Context: an optimization exercise on an open-source flow, tuned for small area, a short achievable clock period and few clock cycles per item. The choices shown serve that exercise and are no tape-out recipe. RTL that was checked went through simulation tests only; none was proved equivalent to the original. Power is estimated from default activity; no workload was simulated.

==> v3 <==
==> flow/design.v <==
module CRC_xor2(input a, input b, output y);
assign y = a ^ b;
endmodule
module CRC_xnor2(input a, input b, output y);
assign y = ~(a ^ b);
endmodule
module CRC(
input           clk,
input           rst_n,
input  [23:0]   Din,
input           valid,
input  [15:0]   size,
output [14:0]   checksum,
output          done
);
reg busy;          
wire en;           
wire [14:0] c;     
always @(posedge clk or negedge rst_n)
 if (~rst_n) busy <= 1'b0;
 else busy <= ~busy & valid;
assign en = ~(size[1] & ~size[0]);
wire t24, t25, t26, t27, t28, t29, t30, t31, t32, t33, t34, t35, t36, t37, t38, t39, t40, t41, t42, t43, t44, t45, t46, t47, t48, t49, t50, t51, t52, t53, t54, t55, t56, t57, t58, t59, t60, t61, t62, t63, t64, t65, t66, t67, t68, t69, t70, t71, t72, t73, t74, t75, t76, t77, t78, t79, t80, t81, t82, t83, t84, t85, t86, t87, t88, t89, t90, t91, t92, t93, t94, t95, t96, t97, t98, t99, t100, t101, t102, t103, t104, t105, t106, t107, t108, t109, t110, t111;
wire k16, k17, k18, k19, k20, k23, k25, k28, k33, k44;    
assign k16 = ~(Din[16] & en);
assign k17 = ~(Din[17] & en);
assign k18 = ~(Din[18] & en);
assign k19 = ~(Din[19] & en);
assign k20 = ~(Din[20] & en);
assign k23 = ~(Din[23] & en);
assign k25 = ~(t25 & en);
assign k28 = ~(t28 & en);
assign k33 = ~(t33 & en);
assign k44 = ~(t44 & en);
CRC_xor2 u24 (.a(Din[2]), .b(Din[11]), .y(t24));
CRC_xor2 u25 (.a(Din[19]), .b(Din[21]), .y(t25));
CRC_xor2 u26 (.a(Din[4]), .b(Din[9]), .y(t26));
CRC_xor2 u27 (.a(Din[1]), .b(Din[10]), .y(t27));
CRC_xor2 u28 (.a(Din[22]), .b(Din[23]), .y(t28));
CRC_xnor2 u29 (.a(Din[5]), .b(k18), .y(t29));
CRC_xor2 u30 (.a(Din[6]), .b(Din[12]), .y(t30));
CRC_xor2 u31 (.a(Din[3]), .b(Din[13]), .y(t31));
CRC_xnor2 u32 (.a(Din[0]), .b(k17), .y(t32));
CRC_xor2 u33 (.a(t25), .b(t28), .y(t33));
CRC_xor2 u34 (.a(t26), .b(t32), .y(t34));
CRC_xor2 u35 (.a(t27), .b(t29), .y(t35));
CRC_xnor2 u36 (.a(Din[7]), .b(k20), .y(t36));
CRC_xor2 u37 (.a(Din[13]), .b(t24), .y(t37));
CRC_xor2 u38 (.a(Din[8]), .b(Din[12]), .y(t38));
CRC_xor2 u39 (.a(t24), .b(t31), .y(t39));
CRC_xor2 u40 (.a(t30), .b(t36), .y(t40));
CRC_xnor2 u41 (.a(Din[11]), .b(k17), .y(t41));
CRC_xor2 u42 (.a(Din[5]), .b(Din[14]), .y(t42));
CRC_xnor2 u43 (.a(Din[8]), .b(k16), .y(t43));
CRC_xor2 u44 (.a(Din[21]), .b(Din[22]), .y(t44));
CRC_xnor2 u45 (.a(Din[10]), .b(k16), .y(t45));
CRC_xor2 u46 (.a(Din[4]), .b(Din[15]), .y(t46));
CRC_xnor2 u47 (.a(Din[6]), .b(k20), .y(t47));
CRC_xnor2 u48 (.a(k28), .b(t38), .y(t48));
CRC_xor2 u49 (.a(t30), .b(t42), .y(t49));
CRC_xnor2 u50 (.a(k33), .b(t34), .y(t50));
CRC_xnor2 u51 (.a(k23), .b(t37), .y(t51));
CRC_xor2 u52 (.a(t35), .b(t39), .y(t52));
CRC_xor2 u53 (.a(Din[1]), .b(t37), .y(t53));
CRC_xor2 u54 (.a(Din[14]), .b(Din[3]), .y(t54));
CRC_xnor2 u55 (.a(t27), .b(k25), .y(t55));
CRC_xor2 u56 (.a(t54), .b(t24), .y(t56));
CRC_xor2 u57 (.a(t34), .b(t40), .y(t57));
CRC_xor2 u58 (.a(t56), .b(t55), .y(t58));
CRC_xor2 u59 (.a(t57), .b(t58), .y(t59));
CRC_xor2 u60 (.a(t38), .b(t46), .y(t60));
CRC_xnor2 u61 (.a(t36), .b(k44), .y(t61));
CRC_xor2 u62 (.a(t60), .b(t61), .y(t62));
CRC_xor2 u63 (.a(t52), .b(t62), .y(t63));
CRC_xor2 u64 (.a(t43), .b(t26), .y(t64));
CRC_xor2 u65 (.a(t39), .b(t64), .y(t65));
CRC_xnor2 u66 (.a(k33), .b(t49), .y(t66));
CRC_xor2 u67 (.a(t65), .b(t66), .y(t67));
CRC_xor2 u68 (.a(Din[15]), .b(Din[0]), .y(t68));
CRC_xor2 u69 (.a(Din[5]), .b(t68), .y(t69));
CRC_xnor2 u70 (.a(t69), .b(k33), .y(t70));
CRC_xor2 u71 (.a(t70), .b(t53), .y(t71));
CRC_xor2 u72 (.a(Din[11]), .b(Din[7]), .y(t72));
CRC_xor2 u73 (.a(t72), .b(t45), .y(t73));
CRC_xor2 u74 (.a(t73), .b(t50), .y(t74));
CRC_xnor2 u75 (.a(k20), .b(t41), .y(t75));
CRC_xor2 u76 (.a(t75), .b(t35), .y(t76));
CRC_xor2 u77 (.a(t48), .b(t76), .y(t77));
CRC_xnor2 u78 (.a(Din[9]), .b(k18), .y(t78));
CRC_xnor2 u79 (.a(t78), .b(k25), .y(t79));
CRC_xor2 u80 (.a(t30), .b(t79), .y(t80));
CRC_xor2 u81 (.a(t51), .b(t80), .y(t81));
CRC_xnor2 u82 (.a(Din[6]), .b(k44), .y(t82));
CRC_xor2 u83 (.a(t82), .b(t34), .y(t83));
CRC_xor2 u84 (.a(t53), .b(t83), .y(t84));
CRC_xor2 u85 (.a(Din[11]), .b(t29), .y(t85));
CRC_xor2 u86 (.a(t47), .b(t85), .y(t86));
CRC_xor2 u87 (.a(t86), .b(t50), .y(t87));
CRC_xor2 u88 (.a(t40), .b(t35), .y(t88));
CRC_xnor2 u89 (.a(k33), .b(t88), .y(t89));
CRC_xor2 u90 (.a(Din[14]), .b(t27), .y(t90));
CRC_xor2 u91 (.a(t31), .b(t48), .y(t91));
CRC_xor2 u92 (.a(t34), .b(t90), .y(t92));
CRC_xor2 u93 (.a(t92), .b(t91), .y(t93));
CRC_xor2 u94 (.a(Din[15]), .b(Din[14]), .y(t94));
CRC_xor2 u95 (.a(t26), .b(t94), .y(t95));
CRC_xor2 u96 (.a(t35), .b(t95), .y(t96));
CRC_xor2 u97 (.a(t51), .b(t96), .y(t97));
CRC_xnor2 u98 (.a(Din[15]), .b(k19), .y(t98));
CRC_xor2 u99 (.a(Din[3]), .b(t98), .y(t99));
CRC_xor2 u100 (.a(t45), .b(t24), .y(t100));
CRC_xor2 u101 (.a(t49), .b(t99), .y(t101));
CRC_xor2 u102 (.a(t100), .b(t101), .y(t102));
CRC_xnor2 u103 (.a(k16), .b(t41), .y(t103));
CRC_xor2 u104 (.a(t46), .b(t31), .y(t104));
CRC_xor2 u105 (.a(t40), .b(t104), .y(t105));
CRC_xor2 u106 (.a(t103), .b(t105), .y(t106));
CRC_xnor2 u107 (.a(k19), .b(Din[0]), .y(t107));
CRC_xor2 u108 (.a(Din[9]), .b(t47), .y(t108));
CRC_xor2 u109 (.a(t43), .b(t107), .y(t109));
CRC_xor2 u110 (.a(t109), .b(t108), .y(t110));
CRC_xor2 u111 (.a(t52), .b(t110), .y(t111));
assign c[0] = t59;
assign c[1] = t63;
assign c[2] = t67;
assign c[3] = t71;
assign c[4] = t74;
assign c[5] = t77;
assign c[6] = t81;
assign c[7] = t84;
assign c[8] = t87;
assign c[9] = t89;
assign c[10] = t93;
assign c[11] = t97;
assign c[12] = t102;
assign c[13] = t106;
assign c[14] = t111;
reg [14:0] crc;
always @(posedge clk) crc <= c;
assign checksum = crc;
assign done = busy;
endmodule
==> flow/flow/run.sh <==
#!/bin/bash
# The standard layout, with the port buffers made from the smallest plain buffer
# (buf_1) instead of the cell buffer_ports picks by itself (clkdlybuf4s50_1).
set -euo pipefail
bash standard.sh finish 'BUFFER_PORTS_ARGS=-buffer_cell sky130_fd_sc_hd__buf_1' > standard_flow.log 2>&1
==> flow/standard.sh <==
#!/bin/bash
# synth_recipe.tcl (not shown) runs the flow's synth.tcl, then flattens the netlist and writes it again
# the make line also repeats each setting of config.mk as NAME=value (left out here)
make -C /OpenROAD-flow-scripts/flow DESIGN_CONFIG=/design/flow/config.mk WORK_HOME=/design/flow/orfs CLKGATE_MAP_FILE= SYNTH_SCRIPT=/design/flow/synth_recipe.tcl "${@:-finish}"
==> flow/config.mk <==
export PLATFORM = sky130hd
export DESIGN_NAME = CRC
export DESIGN_NICKNAME = CRC
export VERILOG_FILES = /design/flow/design.v
export SDC_FILE = /design/flow/constraint.sdc
export NUM_CORES = 4
export LEC_CHECK = 0
export CAP_MARGIN = 20
export CORE_AREA = 2.5 2.5 65.5 65.5
export CTS_BUF_LIST = sky130_fd_sc_hd__clkbuf_4
export DIE_AREA = 0 0 68 68
export SLEW_MARGIN = 20
export SYNTH_HIERARCHICAL = 1
export SYNTH_MINIMUM_KEEP_SIZE = 0
==> flow/constraint.sdc <==
create_clock -name core_clock -period 5.5 [get_ports {clk}]
set_input_delay 1.1000 -clock core_clock [delete_from_list [all_inputs] [get_ports {clk}]]
set_output_delay 1.1000 -clock core_clock [all_outputs]
set_load 0.01 [all_outputs]
==> inputs of v27, as changes to v3 <==
--- a/flow/design.v
+++ b/flow/design.v
@@ -17,2 +17,3 @@
 wire en;           
+wire [7:0] mn;     
 wire [14:0] c;     
@@ -22,23 +23,13 @@
 assign en = ~(size[1] & ~size[0]);
+assign mn = ~(Din[23:16] & {8{en}});
 wire t24, t25, t26, t27, t28, t29, t30, t31, t32, t33, t34, t35, t36, t37, t38, t39, t40, t41, t42, t43, t44, t45, t46, t47, t48, t49, t50, t51, t52, t53, t54, t55, t56, t57, t58, t59, t60, t61, t62, t63, t64, t65, t66, t67, t68, t69, t70, t71, t72, t73, t74, t75, t76, t77, t78, t79, t80, t81, t82, t83, t84, t85, t86, t87, t88, t89, t90, t91, t92, t93, t94, t95, t96, t97, t98, t99, t100, t101, t102, t103, t104, t105, t106, t107, t108, t109, t110, t111;
-wire k16, k17, k18, k19, k20, k23, k25, k28, k33, k44;    
-assign k16 = ~(Din[16] & en);
-assign k17 = ~(Din[17] & en);
-assign k18 = ~(Din[18] & en);
-assign k19 = ~(Din[19] & en);
-assign k20 = ~(Din[20] & en);
-assign k23 = ~(Din[23] & en);
-assign k25 = ~(t25 & en);
-assign k28 = ~(t28 & en);
-assign k33 = ~(t33 & en);
-assign k44 = ~(t44 & en);
 CRC_xor2 u24 (.a(Din[2]), .b(Din[11]), .y(t24));
-CRC_xor2 u25 (.a(Din[19]), .b(Din[21]), .y(t25));
+CRC_xor2 u25 (.a(mn[3]), .b(mn[5]), .y(t25));
 CRC_xor2 u26 (.a(Din[4]), .b(Din[9]), .y(t26));
 CRC_xor2 u27 (.a(Din[1]), .b(Din[10]), .y(t27));
-CRC_xor2 u28 (.a(Din[22]), .b(Din[23]), .y(t28));
-CRC_xnor2 u29 (.a(Din[5]), .b(k18), .y(t29));
+CRC_xor2 u28 (.a(mn[6]), .b(mn[7]), .y(t28));
+CRC_xnor2 u29 (.a(Din[5]), .b(mn[2]), .y(t29));
 CRC_xor2 u30 (.a(Din[6]), .b(Din[12]), .y(t30));
 CRC_xor2 u31 (.a(Din[3]), .b(Din[13]), .y(t31));
-CRC_xnor2 u32 (.a(Din[0]), .b(k17), .y(t32));
+CRC_xnor2 u32 (.a(Din[0]), .b(mn[1]), .y(t32));
 CRC_xor2 u33 (.a(t25), .b(t28), .y(t33));
@@ -46,3 +37,3 @@
 CRC_xor2 u35 (.a(t27), .b(t29), .y(t35));
-CRC_xnor2 u36 (.a(Din[7]), .b(k20), .y(t36));
+CRC_xnor2 u36 (.a(Din[7]), .b(mn[4]), .y(t36));
 CRC_xor2 u37 (.a(Din[13]), .b(t24), .y(t37));
@@ -51,13 +42,13 @@
 CRC_xor2 u40 (.a(t30), .b(t36), .y(t40));
-CRC_xnor2 u41 (.a(Din[11]), .b(k17), .y(t41));
+CRC_xnor2 u41 (.a(Din[11]), .b(mn[1]), .y(t41));
 CRC_xor2 u42 (.a(Din[5]), .b(Din[14]), .y(t42));
-CRC_xnor2 u43 (.a(Din[8]), .b(k16), .y(t43));
-CRC_xor2 u44 (.a(Din[21]), .b(Din[22]), .y(t44));
-CRC_xnor2 u45 (.a(Din[10]), .b(k16), .y(t45));
+CRC_xnor2 u43 (.a(Din[8]), .b(mn[0]), .y(t43));
+CRC_xor2 u44 (.a(mn[5]), .b(mn[6]), .y(t44));
+CRC_xnor2 u45 (.a(Din[10]), .b(mn[0]), .y(t45));
 CRC_xor2 u46 (.a(Din[4]), .b(Din[15]), .y(t46));
-CRC_xnor2 u47 (.a(Din[6]), .b(k20), .y(t47));
-CRC_xnor2 u48 (.a(k28), .b(t38), .y(t48));
+CRC_xnor2 u47 (.a(Din[6]), .b(mn[4]), .y(t47));
+CRC_xor2 u48 (.a(t28), .b(t38), .y(t48));
 CRC_xor2 u49 (.a(t30), .b(t42), .y(t49));
-CRC_xnor2 u50 (.a(k33), .b(t34), .y(t50));
-CRC_xnor2 u51 (.a(k23), .b(t37), .y(t51));
+CRC_xor2 u50 (.a(t33), .b(t34), .y(t50));
+CRC_xnor2 u51 (.a(mn[7]), .b(t37), .y(t51));
 CRC_xor2 u52 (.a(t35), .b(t39), .y(t52));
@@ -65,3 +56,3 @@
 CRC_xor2 u54 (.a(Din[14]), .b(Din[3]), .y(t54));
-CRC_xnor2 u55 (.a(t27), .b(k25), .y(t55));
+CRC_xor2 u55 (.a(t27), .b(t25), .y(t55));
 CRC_xor2 u56 (.a(t54), .b(t24), .y(t56));
@@ -71,3 +62,3 @@
 CRC_xor2 u60 (.a(t38), .b(t46), .y(t60));
-CRC_xnor2 u61 (.a(t36), .b(k44), .y(t61));
+CRC_xor2 u61 (.a(t36), .b(t44), .y(t61));
 CRC_xor2 u62 (.a(t60), .b(t61), .y(t62));
@@ -76,3 +67,3 @@
 CRC_xor2 u65 (.a(t39), .b(t64), .y(t65));
-CRC_xnor2 u66 (.a(k33), .b(t49), .y(t66));
+CRC_xor2 u66 (.a(t33), .b(t49), .y(t66));
 CRC_xor2 u67 (.a(t65), .b(t66), .y(t67));
@@ -80,3 +71,3 @@
 CRC_xor2 u69 (.a(Din[5]), .b(t68), .y(t69));
-CRC_xnor2 u70 (.a(t69), .b(k33), .y(t70));
+CRC_xor2 u70 (.a(t69), .b(t33), .y(t70));
 CRC_xor2 u71 (.a(t70), .b(t53), .y(t71));
@@ -85,10 +76,10 @@
 CRC_xor2 u74 (.a(t73), .b(t50), .y(t74));
-CRC_xnor2 u75 (.a(k20), .b(t41), .y(t75));
+CRC_xnor2 u75 (.a(mn[4]), .b(t41), .y(t75));
 CRC_xor2 u76 (.a(t75), .b(t35), .y(t76));
 CRC_xor2 u77 (.a(t48), .b(t76), .y(t77));
-CRC_xnor2 u78 (.a(Din[9]), .b(k18), .y(t78));
-CRC_xnor2 u79 (.a(t78), .b(k25), .y(t79));
+CRC_xnor2 u78 (.a(Din[9]), .b(mn[2]), .y(t78));
+CRC_xor2 u79 (.a(t78), .b(t25), .y(t79));
 CRC_xor2 u80 (.a(t30), .b(t79), .y(t80));
 CRC_xor2 u81 (.a(t51), .b(t80), .y(t81));
-CRC_xnor2 u82 (.a(Din[6]), .b(k44), .y(t82));
+CRC_xor2 u82 (.a(Din[6]), .b(t44), .y(t82));
 CRC_xor2 u83 (.a(t82), .b(t34), .y(t83));
@@ -99,3 +90,3 @@
 CRC_xor2 u88 (.a(t40), .b(t35), .y(t88));
-CRC_xnor2 u89 (.a(k33), .b(t88), .y(t89));
+CRC_xor2 u89 (.a(t33), .b(t88), .y(t89));
 CRC_xor2 u90 (.a(Din[14]), .b(t27), .y(t90));
@@ -108,3 +99,3 @@
 CRC_xor2 u97 (.a(t51), .b(t96), .y(t97));
-CRC_xnor2 u98 (.a(Din[15]), .b(k19), .y(t98));
+CRC_xnor2 u98 (.a(Din[15]), .b(mn[3]), .y(t98));
 CRC_xor2 u99 (.a(Din[3]), .b(t98), .y(t99));
@@ -113,3 +104,3 @@
 CRC_xor2 u102 (.a(t100), .b(t101), .y(t102));
-CRC_xnor2 u103 (.a(k16), .b(t41), .y(t103));
+CRC_xnor2 u103 (.a(mn[0]), .b(t41), .y(t103));
 CRC_xor2 u104 (.a(t46), .b(t31), .y(t104));
@@ -117,3 +108,3 @@
 CRC_xor2 u106 (.a(t103), .b(t105), .y(t106));
-CRC_xnor2 u107 (.a(k19), .b(Din[0]), .y(t107));
+CRC_xnor2 u107 (.a(mn[3]), .b(Din[0]), .y(t107));
 CRC_xor2 u108 (.a(Din[9]), .b(t47), .y(t108));
==> inputs of v22, as changes to v3 <==
--- a/flow/design.v
+++ b/flow/design.v
@@ -17,2 +17,3 @@
 wire en;           
+wire [7:0] mn;     
 wire [14:0] c;     
@@ -22,23 +23,13 @@
 assign en = ~(size[1] & ~size[0]);
+assign mn = ~(Din[23:16] & {8{en}});
 wire t24, t25, t26, t27, t28, t29, t30, t31, t32, t33, t34, t35, t36, t37, t38, t39, t40, t41, t42, t43, t44, t45, t46, t47, t48, t49, t50, t51, t52, t53, t54, t55, t56, t57, t58, t59, t60, t61, t62, t63, t64, t65, t66, t67, t68, t69, t70, t71, t72, t73, t74, t75, t76, t77, t78, t79, t80, t81, t82, t83, t84, t85, t86, t87, t88, t89, t90, t91, t92, t93, t94, t95, t96, t97, t98, t99, t100, t101, t102, t103, t104, t105, t106, t107, t108, t109, t110, t111;
-wire k16, k17, k18, k19, k20, k23, k25, k28, k33, k44;    
-assign k16 = ~(Din[16] & en);
-assign k17 = ~(Din[17] & en);
-assign k18 = ~(Din[18] & en);
-assign k19 = ~(Din[19] & en);
-assign k20 = ~(Din[20] & en);
-assign k23 = ~(Din[23] & en);
-assign k25 = ~(t25 & en);
-assign k28 = ~(t28 & en);
-assign k33 = ~(t33 & en);
-assign k44 = ~(t44 & en);
 CRC_xor2 u24 (.a(Din[2]), .b(Din[11]), .y(t24));
-CRC_xor2 u25 (.a(Din[19]), .b(Din[21]), .y(t25));
+CRC_xor2 u25 (.a(mn[3]), .b(mn[5]), .y(t25));
 CRC_xor2 u26 (.a(Din[4]), .b(Din[9]), .y(t26));
 CRC_xor2 u27 (.a(Din[1]), .b(Din[10]), .y(t27));
-CRC_xor2 u28 (.a(Din[22]), .b(Din[23]), .y(t28));
-CRC_xnor2 u29 (.a(Din[5]), .b(k18), .y(t29));
+CRC_xor2 u28 (.a(mn[6]), .b(mn[7]), .y(t28));
+CRC_xnor2 u29 (.a(Din[5]), .b(mn[2]), .y(t29));
 CRC_xor2 u30 (.a(Din[6]), .b(Din[12]), .y(t30));
 CRC_xor2 u31 (.a(Din[3]), .b(Din[13]), .y(t31));
-CRC_xnor2 u32 (.a(Din[0]), .b(k17), .y(t32));
+CRC_xnor2 u32 (.a(Din[0]), .b(mn[1]), .y(t32));
 CRC_xor2 u33 (.a(t25), .b(t28), .y(t33));
@@ -46,3 +37,3 @@
 CRC_xor2 u35 (.a(t27), .b(t29), .y(t35));
-CRC_xnor2 u36 (.a(Din[7]), .b(k20), .y(t36));
+CRC_xnor2 u36 (.a(Din[7]), .b(mn[4]), .y(t36));
 CRC_xor2 u37 (.a(Din[13]), .b(t24), .y(t37));
@@ -51,13 +42,13 @@
 CRC_xor2 u40 (.a(t30), .b(t36), .y(t40));
-CRC_xnor2 u41 (.a(Din[11]), .b(k17), .y(t41));
+CRC_xnor2 u41 (.a(Din[11]), .b(mn[1]), .y(t41));
 CRC_xor2 u42 (.a(Din[5]), .b(Din[14]), .y(t42));
-CRC_xnor2 u43 (.a(Din[8]), .b(k16), .y(t43));
-CRC_xor2 u44 (.a(Din[21]), .b(Din[22]), .y(t44));
-CRC_xnor2 u45 (.a(Din[10]), .b(k16), .y(t45));
+CRC_xnor2 u43 (.a(Din[8]), .b(mn[0]), .y(t43));
+CRC_xor2 u44 (.a(mn[5]), .b(mn[6]), .y(t44));
+CRC_xnor2 u45 (.a(Din[10]), .b(mn[0]), .y(t45));
 CRC_xor2 u46 (.a(Din[4]), .b(Din[15]), .y(t46));
-CRC_xnor2 u47 (.a(Din[6]), .b(k20), .y(t47));
-CRC_xnor2 u48 (.a(k28), .b(t38), .y(t48));
+CRC_xnor2 u47 (.a(Din[6]), .b(mn[4]), .y(t47));
+CRC_xor2 u48 (.a(t28), .b(t38), .y(t48));
 CRC_xor2 u49 (.a(t30), .b(t42), .y(t49));
-CRC_xnor2 u50 (.a(k33), .b(t34), .y(t50));
-CRC_xnor2 u51 (.a(k23), .b(t37), .y(t51));
+CRC_xor2 u50 (.a(t33), .b(t34), .y(t50));
+CRC_xnor2 u51 (.a(mn[7]), .b(t37), .y(t51));
 CRC_xor2 u52 (.a(t35), .b(t39), .y(t52));
@@ -65,3 +56,3 @@
 CRC_xor2 u54 (.a(Din[14]), .b(Din[3]), .y(t54));
-CRC_xnor2 u55 (.a(t27), .b(k25), .y(t55));
+CRC_xor2 u55 (.a(t27), .b(t25), .y(t55));
 CRC_xor2 u56 (.a(t54), .b(t24), .y(t56));
@@ -71,3 +62,3 @@
 CRC_xor2 u60 (.a(t38), .b(t46), .y(t60));
-CRC_xnor2 u61 (.a(t36), .b(k44), .y(t61));
+CRC_xor2 u61 (.a(t36), .b(t44), .y(t61));
 CRC_xor2 u62 (.a(t60), .b(t61), .y(t62));
@@ -76,3 +67,3 @@
 CRC_xor2 u65 (.a(t39), .b(t64), .y(t65));
-CRC_xnor2 u66 (.a(k33), .b(t49), .y(t66));
+CRC_xor2 u66 (.a(t33), .b(t49), .y(t66));
 CRC_xor2 u67 (.a(t65), .b(t66), .y(t67));
@@ -80,3 +71,3 @@
 CRC_xor2 u69 (.a(Din[5]), .b(t68), .y(t69));
-CRC_xnor2 u70 (.a(t69), .b(k33), .y(t70));
+CRC_xor2 u70 (.a(t69), .b(t33), .y(t70));
 CRC_xor2 u71 (.a(t70), .b(t53), .y(t71));
@@ -85,10 +76,10 @@
 CRC_xor2 u74 (.a(t73), .b(t50), .y(t74));
-CRC_xnor2 u75 (.a(k20), .b(t41), .y(t75));
+CRC_xnor2 u75 (.a(mn[4]), .b(t41), .y(t75));
 CRC_xor2 u76 (.a(t75), .b(t35), .y(t76));
 CRC_xor2 u77 (.a(t48), .b(t76), .y(t77));
-CRC_xnor2 u78 (.a(Din[9]), .b(k18), .y(t78));
-CRC_xnor2 u79 (.a(t78), .b(k25), .y(t79));
+CRC_xnor2 u78 (.a(Din[9]), .b(mn[2]), .y(t78));
+CRC_xor2 u79 (.a(t78), .b(t25), .y(t79));
 CRC_xor2 u80 (.a(t30), .b(t79), .y(t80));
 CRC_xor2 u81 (.a(t51), .b(t80), .y(t81));
-CRC_xnor2 u82 (.a(Din[6]), .b(k44), .y(t82));
+CRC_xor2 u82 (.a(Din[6]), .b(t44), .y(t82));
 CRC_xor2 u83 (.a(t82), .b(t34), .y(t83));
@@ -99,3 +90,3 @@
 CRC_xor2 u88 (.a(t40), .b(t35), .y(t88));
-CRC_xnor2 u89 (.a(k33), .b(t88), .y(t89));
+CRC_xor2 u89 (.a(t33), .b(t88), .y(t89));
 CRC_xor2 u90 (.a(Din[14]), .b(t27), .y(t90));
@@ -108,3 +99,3 @@
 CRC_xor2 u97 (.a(t51), .b(t96), .y(t97));
-CRC_xnor2 u98 (.a(Din[15]), .b(k19), .y(t98));
+CRC_xnor2 u98 (.a(Din[15]), .b(mn[3]), .y(t98));
 CRC_xor2 u99 (.a(Din[3]), .b(t98), .y(t99));
@@ -113,3 +104,3 @@
 CRC_xor2 u102 (.a(t100), .b(t101), .y(t102));
-CRC_xnor2 u103 (.a(k16), .b(t41), .y(t103));
+CRC_xnor2 u103 (.a(mn[0]), .b(t41), .y(t103));
 CRC_xor2 u104 (.a(t46), .b(t31), .y(t104));
@@ -117,3 +108,3 @@
 CRC_xor2 u106 (.a(t103), .b(t105), .y(t106));
-CRC_xnor2 u107 (.a(k19), .b(Din[0]), .y(t107));
+CRC_xnor2 u107 (.a(mn[3]), .b(Din[0]), .y(t107));
 CRC_xor2 u108 (.a(Din[9]), .b(t47), .y(t108));
Settings changed: CTS_BUF_LIST sky130_fd_sc_hd__clkbuf_4 to unset.
==> qor summary <==
	v22	v27	v3
Multi-input logic area	821 um^2	821 um^2	828 um^2
Routed length per placed instance	10.2 um	10.1 um	10.2 um
Run status	timing/DRC/antenna clean	timing/DRC/antenna clean	timing/DRC/antenna clean
Clock net power	0.0990 mW	0.0595 mW	0.0616 mW
Proportion of cell area occupied by multi-input gates	57.4%	58.6%	58.8%
Sum of routed wire segments on met1	964 um	948 um	945 um
Fraction of layout cells with a size suffix above 1	3.09%	2.47%	2.44%
Cell count after placement	208	208	210
Combinational power share	47.5%	51.2%	50.8%
Net count after synthesis	158	158	160
RD Place Congestion	0.875	0.875	0.785
Final Power	0.550 mW	0.510 mW	0.510 mW
Crit path arrival time	2.73 ns	2.72 ns	2.70 ns
Standard cell area after detailed placement	0.00137 mm^2	0.00137 mm^2	0.00138 mm^2
Wire length of the first global-routing pass	3.49 mm	3.46 mm	3.42 mm
Max Clock Freq	391 MHz	398 MHz	403 MHz
Worst-Margin Slew	0.549 ns	0.549 ns	0.551 ns
Mean Syn Cell Area	10.1 um^2	10.1 um^2	9.96 um^2
Internal Pwr Total	0.346 mW	0.309 mW	0.311 mW
Data required, critical path	5.67 ns	5.71 ns	5.72 ns
Share of Yosys cell area claimed by the top area cell type	56.8%	56.8%	49.6%
Worst voltage drop across the vdd grid	0.0000947 V	0.0000929 V	0.000100 V
Non-clock buffering overhead in the final layout	11.6%	11.8%	11.7%
Switching Share	37.0%	39.4%	39.1%
Endpoint of the worst setup timing path	crc[4]$_DFF_P_	crc[4]$_DFF_P_	crc[14]$_DFF_P_
Worst Setup Slack, final	2.94 ns	2.99 ns	3.02 ns
Testbench counts of v27, summed over its fixed seeds: cycles 24,000, items 12,000.
Testbench counts of v22, summed over its fixed seeds: cycles 24,000, items 12,000.
No functional check of the RTL was part of v3.

separate check: timing with driven ports:
Ports are ideal in the flow. The routed layouts listed here were re-timed in OpenROAD. Step 1 (the two cells are an assumption about what drives the block):
set clk [get_ports {clk}]
set_driving_cell -lib_cell sky130_fd_sc_hd__clkbuf_16 $clk
set_driving_cell -lib_cell sky130_fd_sc_hd__buf_2 [delete_from_list [all_inputs] $clk]
Step 2 also shifts input and output timing later by t, the mid clock arrival at the registers, as if the neighbouring blocks saw the same clock. Slacks: no drivers / after step 1 / after step 2; pairs: no drivers / after step 1.
run	shift t [ns]	setup slack, ns	worst hold slack (ns)
v3	0.301	3.020 / 3.017 / 2.715	0.427 / 0.427 / 0.427
v27	0.295	2.985 / 2.987 / 2.692	0.424 / 0.424 / 0.424
v22	0.265	2.943 / 2.947 / 2.683	0.420 / 0.420 / 0.420
After both steps every run listed still meets setup and hold. For v3, which loses most, drivers alone change the setup slack by -0.003 ns; drivers and shift together by -0.305 ns.
